From an optimization exercise on the open Yosys and OpenROAD flow, aimed at small area and a short achievable clock period; shortcuts taken in it are not production practice. Only simulation tests tie the RTL to the original design; equivalence was not proved.

`design/flow/design.v`:
```
module adder(
    input [2:0] data,
    output cout,
    output s
);
assign s = data[2] ^ data[1] ^ data[0];
assign cout = data[2] & data[1] | (data[0] & (data[2] ^ data[1]));
endmodule
module BoothBase
(
    input neg,  
    input pos,  
    input neg2, 
    input pos2, 
    input [1:0] x,  
    output p
);
assign p = (neg&~x[1]) | (neg2&~x[0]) | (pos&x[1]) | (pos2&x[0]);
endmodule
module BoothSelectSignal
(
    input [2:0] y,  
    output neg,  
    output pos,  
    output neg2, 
    output pos2  
);
assign neg = (y[2]&~y[1]&y[0]) | (y[2]&y[1]&~y[0]);
assign pos = (~y[2]&~y[1]&y[0]) | (~y[2]&y[1]&~y[0]);
assign neg2 = y[2]&~y[1]&~y[0];
assign pos2 = ~y[2]&y[1]&y[0];
endmodule
module BoothInterBase
(
    input [2:0] y,  
    input [63:0] x,
    output [63:0] p,
    output c  
);
wire neg,pos,neg2,pos2;
BoothSelectSignal u_BoothSelectSignal(
    .y(y),
    .neg(neg),
    .pos(pos),
    .neg2(neg2),
    .pos2(pos2)
);
BoothBase u_BoothBase(
    .neg(neg),
    .pos(pos),
    .neg2(neg2),
    .pos2(pos2),
    .x({x[0],1'b0}),
    .p(p[0])
);
generate
    genvar i;
    for(i=1;i<64;i=i+1) begin
        BoothBase us_BoothBase(
            .neg(neg),
            .pos(pos),
            .neg2(neg2),
            .pos2(pos2),
            .x(x[i:i-1]),
            .p(p[i])
        );
    end
endgenerate
assign c = neg || neg2;
endmodule
module wallace17
(
    input [16:0] in_data,
    input [13:0] cin,
    output [13:0] cout,
    output c,s
);
wire [4:0] first_s;
adder first1 (.data(in_data[04:02]), .cout(cout[0]), .s(first_s[0]));
adder first2 (.data(in_data[07:05]), .cout(cout[1]), .s(first_s[1]));
adder first3 (.data(in_data[10:08]), .cout(cout[2]), .s(first_s[2]));
adder first4 (.data(in_data[13:11]), .cout(cout[3]), .s(first_s[3]));
adder first5 (.data(in_data[16:14]), .cout(cout[4]), .s(first_s[4]));
wire [3:0] second_s;
adder second1 (.data(cin[2:0]                   ), .cout(cout[5]), .s(second_s[0]));
adder second2 (.data({in_data[0],cin[4:3]}      ), .cout(cout[6]), .s(second_s[1]));
adder second3 (.data({first_s[1:0],in_data[1]}  ), .cout(cout[7]), .s(second_s[2]));
adder second4 (.data(first_s[4:2]               ), .cout(cout[8]), .s(second_s[3]));
wire [1:0] third_s;
adder third1 (.data({second_s[0],cin[6:5]} ), .cout(cout[09]), .s(third_s[0]));
adder third2 (.data(second_s[3:1]          ), .cout(cout[10]), .s(third_s[1]));
wire [1:0] fourth_s;
adder fourth1 (.data(cin[9:7]               ), .cout(cout[11]), .s(fourth_s[0]));
adder fourth2 (.data({third_s[1:0],cin[10]} ), .cout(cout[12]), .s(fourth_s[1]));
wire fifth_s;
adder fifth1 (.data({fourth_s[1:0],cin[11]}), .cout(cout[13]), .s(fifth_s));
adder sixth1 (.data({fifth_s,cin[13:12]}), .cout(c), .s(s));
endmodule
module mul
(
    input rst,
    input clk,
    input sign,
    input [31:0] x,
    input [31:0] y,
    output [63:0] result
);
wire [63:0] ex_x;
wire [33:0] ex_y;
assign ex_x = sign ? {{32{x[31]}},x} : {32'b0,x};
assign ex_y = sign ? {{2{y[31]}},y} : {2'b0,y};
wire [16:0] carry;
wire [63:0] part_res [16:0];
BoothInterBase ufirst_BoothInterBase(
        .y({ex_y[1:0],1'b0}), 
        .x(ex_x), 
        .p(part_res[0]), 
        .c(carry[0])
    );
generate
    genvar i;
    for(i=2;i<=32;i=i+2) begin
        BoothInterBase ui_BoothInterBase(
            .y(ex_y[i+1:i-1]),
            .x(ex_x<<i),
            .p(part_res[i>>1]),
            .c(carry[i>>1])
        );
    end
endgenerate
reg [16:0] carry_stage;
reg [16:0] part_res_stage [63:0];
integer m,n;
always @(posedge clk or posedge rst) begin
    if(rst) begin
        carry_stage <= 17'b0;
        for(m=0;m<64;m=m+1) begin
            part_res_stage [m] <= 17'b0;
        end
    end
    else begin
        carry_stage <= carry;
        for(m=0;m<64;m=m+1) begin
            for(n=0;n<17;n=n+1) begin
                part_res_stage[m][n] <= part_res[n][m];
            end
        end
    end
end
wire [13:0] wallace_carry [64:0];
wire [63:0] c_res,s_res;
wallace17 ufirst_wallace17(
        .in_data(part_res_stage[0]), 
        .cin(carry_stage[13:0]), 
        .cout(wallace_carry[1]),
        .c(c_res[0]),
        .s(s_res[0])
    );
generate
    genvar k;
    for(k=1;k<64;k=k+1) begin
        wallace17 ufirst_wallace17(
            .in_data(part_res_stage[k]), 
            .cin(wallace_carry[k]), 
            .cout(wallace_carry[k+1]),
            .c(c_res[k]),
            .s(s_res[k])
        );
    end
endgenerate
assign result = s_res + {c_res[62:0],carry_stage[14]} + carry_stage[15];
endmodule
```
`design/flow/run.sh`:
```
#!/bin/bash
# synth_recipe.tcl (not shown) runs the flow's synth.tcl, then flattens the netlist and writes it again
# the make line also repeats each setting of config.mk as NAME=value (left out here)
make -C /OpenROAD-flow-scripts/flow DESIGN_CONFIG=/design/flow/config.mk WORK_HOME=/design/flow/orfs CLKGATE_MAP_FILE= SYNTH_SCRIPT=/design/flow/synth_recipe.tcl finish
```
`design/flow/config.mk`:
```
export PLATFORM = sky130hd
export DESIGN_NAME = mul
export DESIGN_NICKNAME = mul
export VERILOG_FILES = /design/flow/design.v
export SDC_FILE = /design/flow/constraint.sdc
export NUM_CORES = 4
export LEC_CHECK = 0
export CAP_MARGIN = 20
export CORE_MARGIN = 2
export CORE_UTILIZATION = 40
export SLEW_MARGIN = 20
```
`design/flow/constraint.sdc`:
```
create_clock -name core_clock -period 10.0 [get_ports {clk}]
set_input_delay 2.0000 -clock core_clock [delete_from_list [all_inputs] [get_ports {clk}]]
set_output_delay 2.0000 -clock core_clock [all_outputs]
set_load 0.01 [all_outputs]
```
==> results_dict.tcl <==
set metrics [dict create \
    track_usage 0.271 \
    fmax_mhz 102 \
    area_growth_syn_to_layout_pct 10.9 \
    status "complete, no violations" \
    post_route_cells_drive_above_1_share 0.0806 \
    wl_met2_um 82900 \
    gp_congestion 0.919 \
    synth-main-ff-cell "dfrtp_1" \
    timing.critical_path.mode_cell "fa_1" \
    rows 132 \
    cp.depth 25 \
    netlist.area_leader.share 0.301 \
    postCtsHoldBufs 0 \
    yosysWarnings 3 \
    cts-root-buf "clkbuf_16" \
    placedCellCount 6733 \
    synth_nets 6076 \
    htreeDepth 3 \
    setup_viol 0 \
    synth-edff-count 0 \
    io_buffers 130 \
    ios 131 \
    critical_path_class "register to output port" \
    dpl_worst_slack_ps -135 \
    synth_seq_cells 593 \
    antenna_found_initial 10 \
    final_util 0.446 \
    synth_area_leader_cell "fa_1" \
    layout.nets 6000 \
    yosysSeqAreaShare 0.285 \
    coreArea_mm2 0.129 \
    hold_class "input port to asynchronous set/reset pin" \
    grt_pass1_wl_um 263000 \
    hpwl_um 121000 \
    detail-route-antenna-nets 0 \
    top_layer "met5" \
    cpLargestDelayFamily "adder cells" \
    ys_types 75 \
    worst_pin_slew_ps 1200 \
    drt_iter0_drc 3967 \
    synth_cells 5165 \
    start_util 0.403 \
    grt_max_degree 155 \
    cts_tree "done" \
    cts.path.max_buffers 3 \
    fillCellCount 12200 \
    finalNonFillerCells 6883 \
    startpoint "part_res_stage[0][16]" \
    drc 0 \
    chipWidth_um 365 \
    cts_sinks 593 \
    crit_path_end_kind "output port" \
    worstPathMaxFanout 7 \
    drv_slew 0 \
    routedWlPerCell_um 25.9 \
    vias 37900 \
    required_ps 8000 \
    cts_buffers 75 \
    netlist_area_mm2 0.0521 \
    yosysMostFrequentCell "inv_1" \
    wl_um 178000 \
    grt_pass1_vias 39700 \
    placed_area_mm2 0.0548 \
    firstDrtPassIters 5 \
    synthTopCellsByCount "1,090 x inv_1, 782 x fa_1, 593 x dfrtp_1" \
    wl_met3_um 15600 \
    m1WireLength_um 70100 \
    fp.dieH_um 365 \
    clkTransAtPathRegs_ps 60 \
    path_buf_inv 8 \
    period_needed_ps 9780 \
    synth.avg_cell_area_um2 10.1 \
    critPathSlowestCell "fa_1" \
    arrival_ps 7780 \
    finalCritPeriodShare 0.978 \
    critPathMaxStageDelay_ps 560 \
    synthArstFlopShare 1.00 \
    relSlewSlack 0.197 \
    grt_overflow_total 0 \
    dieArea_mm2 0.133 \
    hold_viol_final 0 \
    cap_violations 0 \
    timing.final.ws_setup_ps 221 \
    crit_path_start_kind "register" \
    stdcell_area_mm2 0.0577 \
    viasPerCell 5.51 \
    synthTopCellsByArea "fa_1 30%, dfrtp_1 28%, xor2_1 9.0%" \
]
-- routing by layer --
layer | track usage | up-vias
met5 | 0.00763 | -
met4 | 0.128 | 14
met3 | 0.0638 | 463
met2 | 0.433 | 1791
met1 | 0.346 | 19700
li1 | - | 16000
-- placed cells by master (no fill, tap or decap), drive strengths merged, types with 19 or more instances in the layout --
cell	instances
o21ai	510
clkbuf	109
nand4	20
a21oi	123
dfrtp	593
nor2b	24
a221o	46
nand3	24
xnor2	53
and2	50
clkdlybuf4s50	69
nor2	109
fa	782
xor2	537
a22oi	419
nor3	19
nand2	109
inv	1091
ha	62
buf	186
a21o	30
-- repair_timing --
| action | CTS | global route |
|---|---|---|
| resized for setup | 32 | 49 |
| endpoints found under the setup margin | 27 | 25 |
| pin swaps | 7 | 12 |
| hold endpoints to repair | 0 | 0 |
| setup buffers | 7 | 14 |
-- how the worst max path moves through the flow --
| stage | end | slack, ps |
|---|---|---|
| after global routing | result[42] | -40 |
| after CTS | result[61] | -8 |
| after detailed placement | result[59] | -140 |
| final | result[57] | 220 |
| after global placement | result[59] | -90 |
| after floorplan | carry_stage[0] | -90 |
-- cell families (layout without fill, tap and decap cells) --
| family | Yosys count | after routing | synth area share |
|---|---|---|---|
| fa+ha+maj | 844 | 844 | 0.316 |
| flops | 593 | 593 | 0.285 |
| compound gates | 1228 | 1228 | 0.151 |
| simple gates | 396 | 396 | 0.0378 |
| mux | 1 | 1 | 0.000192 |
| buf+inv | 1512 | 1486 | 0.111 |
| other cells | 1 | 3 | 0.0000720 |
| xor+xnor | 590 | 590 | 0.0992 |
-- layout make-up --
class                   count  area, µm²  area share
multi-input cells        3060      31900       0.553
flip-flops and latches    593      14800       0.257
inverters                1091       4110      0.0711
clock buffers             108       2230      0.0387
repair buffers            268       2220      0.0385
well taps                1742       2180      0.0378
clock inverters            19        241     0.00418
diodes                      2       5.00   0.0000867
-- sequential cells by signal, indices dropped and copies added (netlist names) --
register	count
carry_stage	1
part_res_stage	592
-- per-stage QoR --
step | hold WS (ps) | TNS, ps
6_report | 1760 | 0
5_1_grt | 1780 | -49.9
4_1_cts | 1740 | -9.94
3_5_place_dp | 2430 | -135
3_3_place_gp | 2440 | -85.9
2_1_floorplan | 2090 | -50590

what the ideal ports hide:
How much do the figures lean on ideal ports? The routed layout below was timed once more, with nothing changed but the port constraints. Step 1 assumes that a clkbuf_16 drives the clock port and a buf_2 every other input. Step 2 times the ports against the registers' clock, not the clock port: input delays grow and output delays shrink by t, the midpoint of the rising clock arrivals with the driver on. Slacks: no drivers / after step 1 / after step 2; pairs: no drivers / after step 1.
t, ns: 0.716
setup WS [ns]: 0.221 / 0.153 / 0.869
worst setup path after step 2: register to output
After both steps setup and hold are still met in this run. For this run, drivers alone change the setup slack by -0.068 ns; drivers and shift together by +0.648 ns.
